This is an optimization exercise on Yosys and OpenROAD, whose aim is small area, not a production implementation. The RTL was checked by simulation tests, not by an equivalence proof against the original design. Power and IR drop assume default switching activity.

==> inputs of run a <==
// dcpu16_cpu
module dcpu16_cpu ( 
   g_wre, g_stb, g_dto, g_adr, f_wre, f_stb, f_dto, f_adr,
   rst, g_dti, g_ack, f_dti, f_ack, clk
   );
clock: 10.0 ns
lec_check: 0
abc_area: 1
cap_margin: 0
core_margin: 2
core_utilization: 60
cts_buf_list: sky130_fd_sc_hd__clkbuf_16
cts_cluster_diameter: 50
cts_cluster_size: 30
slew_margin: 0
standard.sh (not shown) runs the stock make flow with config.mk's settings and CLKGATE_MAP_FILE= SYNTH_SCRIPT=/design/flow/synth_recipe.tcl, a recipe that flattens the netlist after the stock synthesis.
==> flow/flow/run.sh <==
#!/bin/bash
# Standard ORFS layout, with the port buffers made from the smallest buffer
# cell instead of the platform default. Each tool's output is logged by ORFS
# under orfs/logs; this script's own output goes to run_flow.log.
set -e
export BUFFER_PORTS_ARGS="-buffer_cell sky130_fd_sc_hd__buf_1"
bash standard.sh > run_flow.log 2>&1
==> run b: changes against run a <==
--- a/flow/design.v
+++ b/flow/design.v
@@ -1,81 +1,48 @@
-module dcpu16_alu (m, x, y, z);
-  output [23:0] m;
-  input [15:0] x;
-  input [7:0] y;
-  input [15:0] z;
-  wire [23:0] p0 = {8'd0, x & {16{y[0]}}} << 0;
-  wire [23:0] p1 = {8'd0, x & {16{y[1]}}} << 1;
-  wire [23:0] p2 = {8'd0, x & {16{y[2]}}} << 2;
-  wire [23:0] p3 = {8'd0, x & {16{y[3]}}} << 3;
-  wire [23:0] p4 = {8'd0, x & {16{y[4]}}} << 4;
-  wire [23:0] p5 = {8'd0, x & {16{y[5]}}} << 5;
-  wire [23:0] p6 = {8'd0, x & {16{y[6]}}} << 6;
-  wire [23:0] p7 = {8'd0, x & {16{y[7]}}} << 7;
-  wire [23:0] zz = {8'd0, z};
-  wire [23:0] s1 = zz ^ p0 ^ p1;
-  wire [23:0] c1 = (zz & p0) | (zz & p1) | (p0 & p1);
-  wire [23:0] k1 = {c1[22:0], 1'b0};
-  wire [23:0] s2 = s1 ^ k1 ^ p2;
-  wire [23:0] c2 = (s1 & k1) | (s1 & p2) | (k1 & p2);
-  wire [23:0] k2 = {c2[22:0], 1'b0};
-  wire [23:0] s3 = s2 ^ k2 ^ p3;
-  wire [23:0] c3 = (s2 & k2) | (s2 & p3) | (k2 & p3);
-  wire [23:0] k3 = {c3[22:0], 1'b0};
-  wire [23:0] s4 = s3 ^ k3 ^ p4;
-  wire [23:0] c4 = (s3 & k3) | (s3 & p4) | (k3 & p4);
-  wire [23:0] k4 = {c4[22:0], 1'b0};
-  wire [23:0] s5 = s4 ^ k4 ^ p5;
-  wire [23:0] c5 = (s4 & k4) | (s4 & p5) | (k4 & p5);
-  wire [23:0] k5 = {c5[22:0], 1'b0};
-  wire [23:0] s6 = s5 ^ k5 ^ p6;
-  wire [23:0] c6 = (s5 & k5) | (s5 & p6) | (k5 & p6);
-  wire [23:0] k6 = {c6[22:0], 1'b0};
-  wire [23:0] s7 = s6 ^ k6 ^ p7;
-  wire [23:0] c7 = (s6 & k6) | (s6 & p7) | (k6 & p7);
-  wire [23:0] k7 = {c7[22:0], 1'b0};
-  assign m = s7 + k7;
-endmodule
-module dcpu16_add (s, a, b, ci);
-   output [15:0] s;
-   input [15:0]  a, b;
-   input 	 ci;
-   wire [16:0] 	 c;
-   assign c[0] = ci;
-   genvar 	 i;
-   generate
-      for (i = 0; i < 16; i = i + 1) begin : fa
-	 assign s[i] = a[i] ^ b[i] ^ c[i];
-	 assign c[i+1] = (a[i] & b[i]) | (a[i] & c[i]) | (b[i] & c[i]);
+module dcpu16_alu(output [23:0] m, input [15:0] x, input [7:0] y, input [15:0] z);
+  wire [23:0] s [0:8];
+  wire [23:0] c [0:8];
+  assign s[0] = {8'd0, z};
+  assign c[0] = 24'd0;
+  genvar j, i;
+  generate
+    for (j = 0; j < 8; j = j + 1) begin : row
+      wire [23:0] pp = {8'd0, x & {16{y[j]}}} << j;
+      for (i = 0; i < 24; i = i + 1) begin : col
+        wire a = s[j][i], b = pp[i], ci = (i > 0) ? c[j][i-1] : 1'b0;
+        assign s[j+1][i] = a ^ b ^ ci;
+        assign c[j+1][i] = (a & b) | (a & ci) | (b & ci);
       end
-   endgenerate
-endmodule  
+    end
+  endgenerate
+  assign m = s[8] + {c[8][22:0], 1'b0};
+endmodule
 module dcpu16_ctl ( 
    ireg, pha, opc, rra, rwa, rwe, bra,
    CC, wpc, f_dti, clk, ena, rst
    );
    output [15:0] ireg;
    output [1:0]  pha;
    output [3:0]  opc;
-   output [7:0]  rra;  
-   output [2:0]  rwa;
+   output [2:0]  rra,
+		 rwa;
    output 	 rwe;
    output 	 bra;
    input 	 CC;
    input 	 wpc;
    input [15:0]  f_dti;
    input 	 clk,
 		 ena,
 		 rst;
    reg 			bra;
    reg [15:0] 		ireg;
    reg [3:0] 		opc;
    reg [1:0] 		pha;
-   reg [7:0] 		rra;
+   reg [2:0] 		rra;
    reg [2:0] 		rwa;
    reg 			rwe;
    wire [5:0] 		decA, decB;
    wire [3:0] 		decO;
    assign {decB, decA, decO} = ireg;
    wire 		Fbra = (ireg[4:0] == 5'h10);
    always @(posedge clk)
      if (rst)
@@ -101,17 +68,17 @@
    reg _rwe;
    always @(posedge clk)
      if (rst)
        rwe <= 1'h0;
      else if (ena)
        rwe <= (pha == 2'o0) & _rwe & CC & (opc[3:2] != 2'o3);
    always @(posedge clk)
      if (ena) begin
-	rra <= 8'd1 << (pha[0] ? decA[2:0] : decB[2:0]);
+	rra <= pha[0] ? decA[2:0] : decB[2:0];
 	if (pha == 2'o2) begin
 	   rwa <= decA[2:0];
 	   _rwe <= (decA[5:3] == 3'o0) & (decO != 4'h0);
 	end
      end
 endmodule  
 module dcpu16_mbus ( 
    g_adr, g_stb, g_wre, f_adr, f_stb, f_wre, f_dto, ena, wpc, rwd,
@@ -175,49 +142,46 @@
    wire 		Fspr = (fg[5:0] == 6'h19);  
    wire 		Fspd = (fg[5:0] == 6'h1A);  
    wire 		Frsp = (fg[5:0] == 6'h1B);  
    wire 		Frpc = (fg[5:0] == 6'h1C);  
    wire 		Fnwi = (fg[5:0] == 6'h1E);  
    wire 		Fnwl = (fg[5:0] == 6'h1F);  
    wire 		Fnw = Fnwr | Fnwi | Fnwl;  
    wire 		Fmem = Find | Fnwr | Fspr | Fspi | Fspd | Fnwi;
-   wire [15:0] 		pcInc;
-   dcpu16_add pc0 (.s(pcInc), .a(regPC), .b(16'd0), .ci(1'b1));
+   wire [15:0] 		pcInc = regPC + 16'd1;
    wire 		pcUp = (pha == 2'o2) | (g_stb & ~pha[1]);
    wire [15:0] 		rpc = (wpc) ? regR : (bra) ? regB : (pcUp) ? pcInc : regPC;
    always @(posedge clk)
      if (rst) begin
 	regPC <= 16'h0;
 	wpc <= 1'h0;
      end else if (ena) begin
 	regPC <= (pha == 2'o1) ? rpc : (pcUp) ? pcInc : regPC;
 	if (pha == 2'o1)
 	  wpc <= Frpc & CC;
      end
    wire 		spDn = (pha == 2'o1) ? ~Fjsr : (fg[1] | Fjsr);
-   wire [15:0] 		spAdj;
-   dcpu16_add sp0 (.s(spAdj), .a(regSP), .b({(16){spDn}}), .ci(~spDn));
+   wire [15:0] 		spAdj = regSP + {{(15){spDn}}, 1'b1};
    always @(posedge clk)
      if (rst) begin
 	regSP <= 16'hFFFF;
 	wsp <= 1'h0;
      end else if (ena) begin
 	case (pha)
 	  2'o1: if (wsp) regSP <= regR;
 	  2'o3: if (Fspi | Fspd | Fjsr) regSP <= spAdj;
 	  2'o0: if (Fspi | Fspd) regSP <= spAdj;
 	  default: ;
 	endcase
 	if (pha == 2'o1)
 	  wsp <= Frsp & CC;
      end
    wire [15:0] 		nxB = (g_stb) ? g_dti : (_rd) ? rrd : regB;
-   wire [15:0] 		nwr;
-   dcpu16_add ea0 (.s(nwr), .a(rrd), .b(g_dti), .ci(1'b0));
+   wire [15:0] 		nwr = rrd + g_dti;
    reg [15:0] 		ec;
    always @* begin
       ec = (Eind) ? rrd :
 	   (Enwr) ? nwr :
 	   (Epsh | Epek) ? regSP :
 	   (Epop) ? spAdj :
 	   (Enwi) ? g_dti :
 	   16'h0;
@@ -295,59 +259,57 @@
    wire 		oShl = (opc == 4'h7);
    wire 		oShr = (opc == 4'h8);
    wire 		oMul = (opc == 4'h4);
    wire 		oSub = (opc == 4'h3) | (opc[3:2] == 2'b11);
    wire 		oOne = (opc == 4'h2) | oSub;
    wire 		oZb = oOne;
    wire [3:0] 		sht = (pha[1]) ? nxB[3:0] : regB[3:0];
    wire [3:0] 		shs = sht ^ {(4){oShr}};
-   wire 		shlBig = |regB[15:5];
-   wire 		shrBig = |regB[15:4];
-   wire 		shBig = (pha[1]) ? ((oShr) ? |nxB[15:4] : |nxB[15:5]) :
-			((oShr) ? shrBig : shlBig);
-   wire [7:0] 		yOh = (8'd1 << shs[2:0]) & {(8){(shs[3] ^ pha[1]) & ~shBig}};
+   wire [7:0] 		yOh = (8'd1 << shs[2:0]) & {(8){shs[3] ^ pha[1]}};
    wire [7:0] 		yB = (pha[1]) ? nxB[7:0] : regB[15:8];
    wire [7:0] 		mY = (oShl | oShr) ? yOh :
 			     (oMul) ? yB :
 			     {7'd0, oOne & pha[1]};
    wire [15:0] 		mX = regA ^ {(16){oSub & pha[1]}};
    wire [15:0] 		mZ = (pha[1]) ? (nxB & {(16){oZb}}) : P[23:8];
    reg [23:0] 		P;
    wire [23:0] 		mM;
    dcpu16_alu
      x0 (.m(mM), .x(mX), .y(mY), .z(mZ));
    wire [31:0] 		prod = {mM, P[7:0]};
    always @(posedge clk)
      if (ena & (pha == 2'o3))
        P <= mM;
    wire 		c = prod[16];
    wire 		zz = (prod[15:0] == 16'hFFFF);  
+   wire 		shlBig = |regB[15:5];
+   wire 		shrBig = |regB[15:4];
    assign f_dto = regR;
    assign rwd = regR;
    always @(posedge clk)
      if (rst) begin
 	CC <= 1'h0;
 	regO <= 16'h0;
 	regR <= 16'h0;
      end else if (ena & (pha == 2'o0)) begin
 	case (opc)
 	  4'h2: regO <= {15'd0,c};
 	  4'h3: regO <= {(16){c}};
 	  4'h4: regO <= prod[31:16];
-	  4'h7: regO <= (regB[4]) ? prod[15:0] : prod[31:16];
-	  4'h8: regO <= prod[30:15];
+	  4'h7: regO <= (shlBig) ? 16'd0 : (regB[4]) ? prod[15:0] : prod[31:16];
+	  4'h8: regO <= (shrBig) ? 16'd0 : prod[30:15];
 	  default: ;
 	endcase
 	case (opc)
 	  4'h0: regR <= regA;
 	  4'h1: regR <= regB;
 	  4'h2, 4'h4: regR <= prod[15:0];
 	  4'h3: regR <= ~prod[15:0];
-	  4'h7: regR <= (regB[4]) ? 16'd0 : prod[15:0];
+	  4'h7: regR <= (shlBig | regB[4]) ? 16'd0 : prod[15:0];
 	  4'h9: regR <= regA & regB;
 	  4'hA: regR <= regA | regB;
 	  4'hB: regR <= regA ^ regB;
 	  default: regR <= 16'h0;
 	endcase
 	case (opc)
 	  4'hC: CC <= zz;
 	  4'hD: CC <= ~zz;
@@ -358,26 +320,23 @@
      end
 endmodule  
 module dcpu16_regs ( 
    rrd,
    rwd, rra, rwa, rwe, ena, clk
    );
    output [15:0] rrd;  
    input [15:0]  rwd;  
-   input [7:0] 	 rra;  
-   input [2:0] 	 rwa;  
+   input [2:0] 	 rra,  
+		 rwa;  
    input 	 rwe;  
    input 	 ena,
 		 clk;
    reg [15:0] 	 file [0:7];
-   assign rrd = ({(16){rra[0]}} & file[0]) | ({(16){rra[1]}} & file[1]) |
-		({(16){rra[2]}} & file[2]) | ({(16){rra[3]}} & file[3]) |
-		({(16){rra[4]}} & file[4]) | ({(16){rra[5]}} & file[5]) |
-		({(16){rra[6]}} & file[6]) | ({(16){rra[7]}} & file[7]);
+   assign rrd = file[rra];
    always @(posedge clk)
      if (ena & rwe)
        file[rwa] <= rwd;
 endmodule  
 module dcpu16_cpu ( 
    g_wre, g_stb, g_dto, g_adr, f_wre, f_stb, f_dto, f_adr,
    rst, g_dti, g_ack, f_dti, f_ack, clk
    );
@@ -394,18 +353,17 @@
    input [15:0]  f_dti;
    input 	 g_ack;
    input [15:0]  g_dti;
    input 	 rst;
    wire 	 CC, bra, ena, rwe, wpc;
    wire [15:0] 	 ireg, rrd, rwd;
    wire [3:0] 	 opc;
    wire [1:0] 	 pha;
-   wire [7:0] 	 rra;
-   wire [2:0] 	 rwa;
+   wire [2:0] 	 rra, rwa;
    assign g_dto = f_dto;
    dcpu16_ctl
      c0 (.ireg(ireg), .pha(pha), .opc(opc), .rra(rra), .rwa(rwa), .rwe(rwe),
 	 .bra(bra), .CC(CC), .wpc(wpc), .f_dti(f_dti), .clk(clk), .ena(ena),
 	 .rst(rst));
    dcpu16_mbus
      m0 (.g_adr(g_adr), .g_stb(g_stb), .g_wre(g_wre), .f_adr(f_adr),
 	 .f_stb(f_stb), .f_wre(f_wre), .f_dto(f_dto), .ena(ena), .wpc(wpc),
==> flow/flow/run.sh (replaced) <==
#!/bin/bash
# Standard ORFS layout (the standard.sh) with two changes:
#  - port buffers use the smallest buffer cell instead of the platform default
#  - timing-driven global placement does not keep its virtual resizing
# Each tool's output is logged by ORFS under orfs/logs; this script's own
# output goes to run_flow.log.
set -e
export BUFFER_PORTS_ARGS="-buffer_cell sky130_fd_sc_hd__buf_1"
export GPL_KEEP_OVERFLOW=0
bash standard.sh > run_flow.log 2>&1
==> flow/config.mk (replaced) <==
export PLATFORM = sky130hd
export DESIGN_NAME = dcpu16_cpu
export DESIGN_NICKNAME = dcpu16_cpu
export VERILOG_FILES = /design/flow/design.v
export SDC_FILE = /design/flow/constraint.sdc
export NUM_CORES = 4
export LEC_CHECK = 0
export CAP_MARGIN = 0
export CORE_MARGIN = 2
export CORE_UTILIZATION = 60
export CTS_BUF_LIST = sky130_fd_sc_hd__clkbuf_16
export CTS_CLUSTER_DIAMETER = 100
export CTS_CLUSTER_SIZE = 20
export SLEW_MARGIN = 0
==> notes <==
Run b finished with max-capacitance violations, max-slew violations left. Run a went through all stages and came out clean.
In run a the utilization is lower than in run b, by 0.14 points.
Combinational power: run b is higher than run a (88%).
In run a the critical path depth is lower than in run b, by 5.
In run b the final area is lower than in run a, by about 0.27%.
Between run b and run a, the lower setup slack is in run b (gap 0.61 ns).
Between run a and run b, the lower register-to-register slack is in run b (gap 0.52 ns).
Against run a, the worst hold slack of run b is lower by 0.0069 ns.
==> figures <==
| metric | run a | run b |
|---|---|---|
| Wire length per cell after detailed routing | 24.9 µm | 27.9 µm |
| Net switching power | 1330 µW | 1660 µW |
| Largest net degree at the start of global routing | 70 | 61 |
| PD cells | 154 nW/µm² | 169 nW/µm² |
| Slew HR | 17.7% | -0.388% |
| Stages on the worst setup path | 28 | 33 |
| Final slew viol count | 0 | 1 |
| Transition time of the tightest slew-check pin | 1.23 ns | 1.46 ns |
| Number of flip-flops and latches | 325 | 323 |
| Largest fanout of any net on the critical path | 51 | 5 |
| Run status | no timing/DRC/antenna violations | failed layout checks |
| Layout check failures | - | max-capacitance violations, max-slew violations |
| Via count | 21.2k | 19.4k |
| Worst Setup Slack post-DPL | 0.834 ns | -1.02 ns |
| Number of synthesized register bits | 325 | 323 |
| Worst Setup Slack, final | 0.892 ns | 0.280 ns |

separate check: timing with driven ports:
The results above use ideal ports. As a check the final layouts listed here were re-extracted and re-timed, cells and wires unchanged.
Step 1: set_driving_cell puts a clkbuf_16 on clk and a buf_2 on each other input, an assumption about the parent block.
Step 2, shift: input delay + t, output delay - t, t = (earliest + latest rising clock arrival at the registers) / 2. This alone moves slack from input paths to output paths.
Three values: ideal ports, drivers, drivers and shift; two values: the first two.
run	shift t [ns]	setup WS [ns]	slew at the worst register clock pin (ns)
run a	0.615	0.892 / 0.892 / 0.643	0.08 / 0.08
run b	0.611	0.280 / 0.310 / -0.302	0.10 / 0.10
The setup slack of run b, which loses most, moves by +0.030 ns with the drivers and by -0.582 ns with both steps.
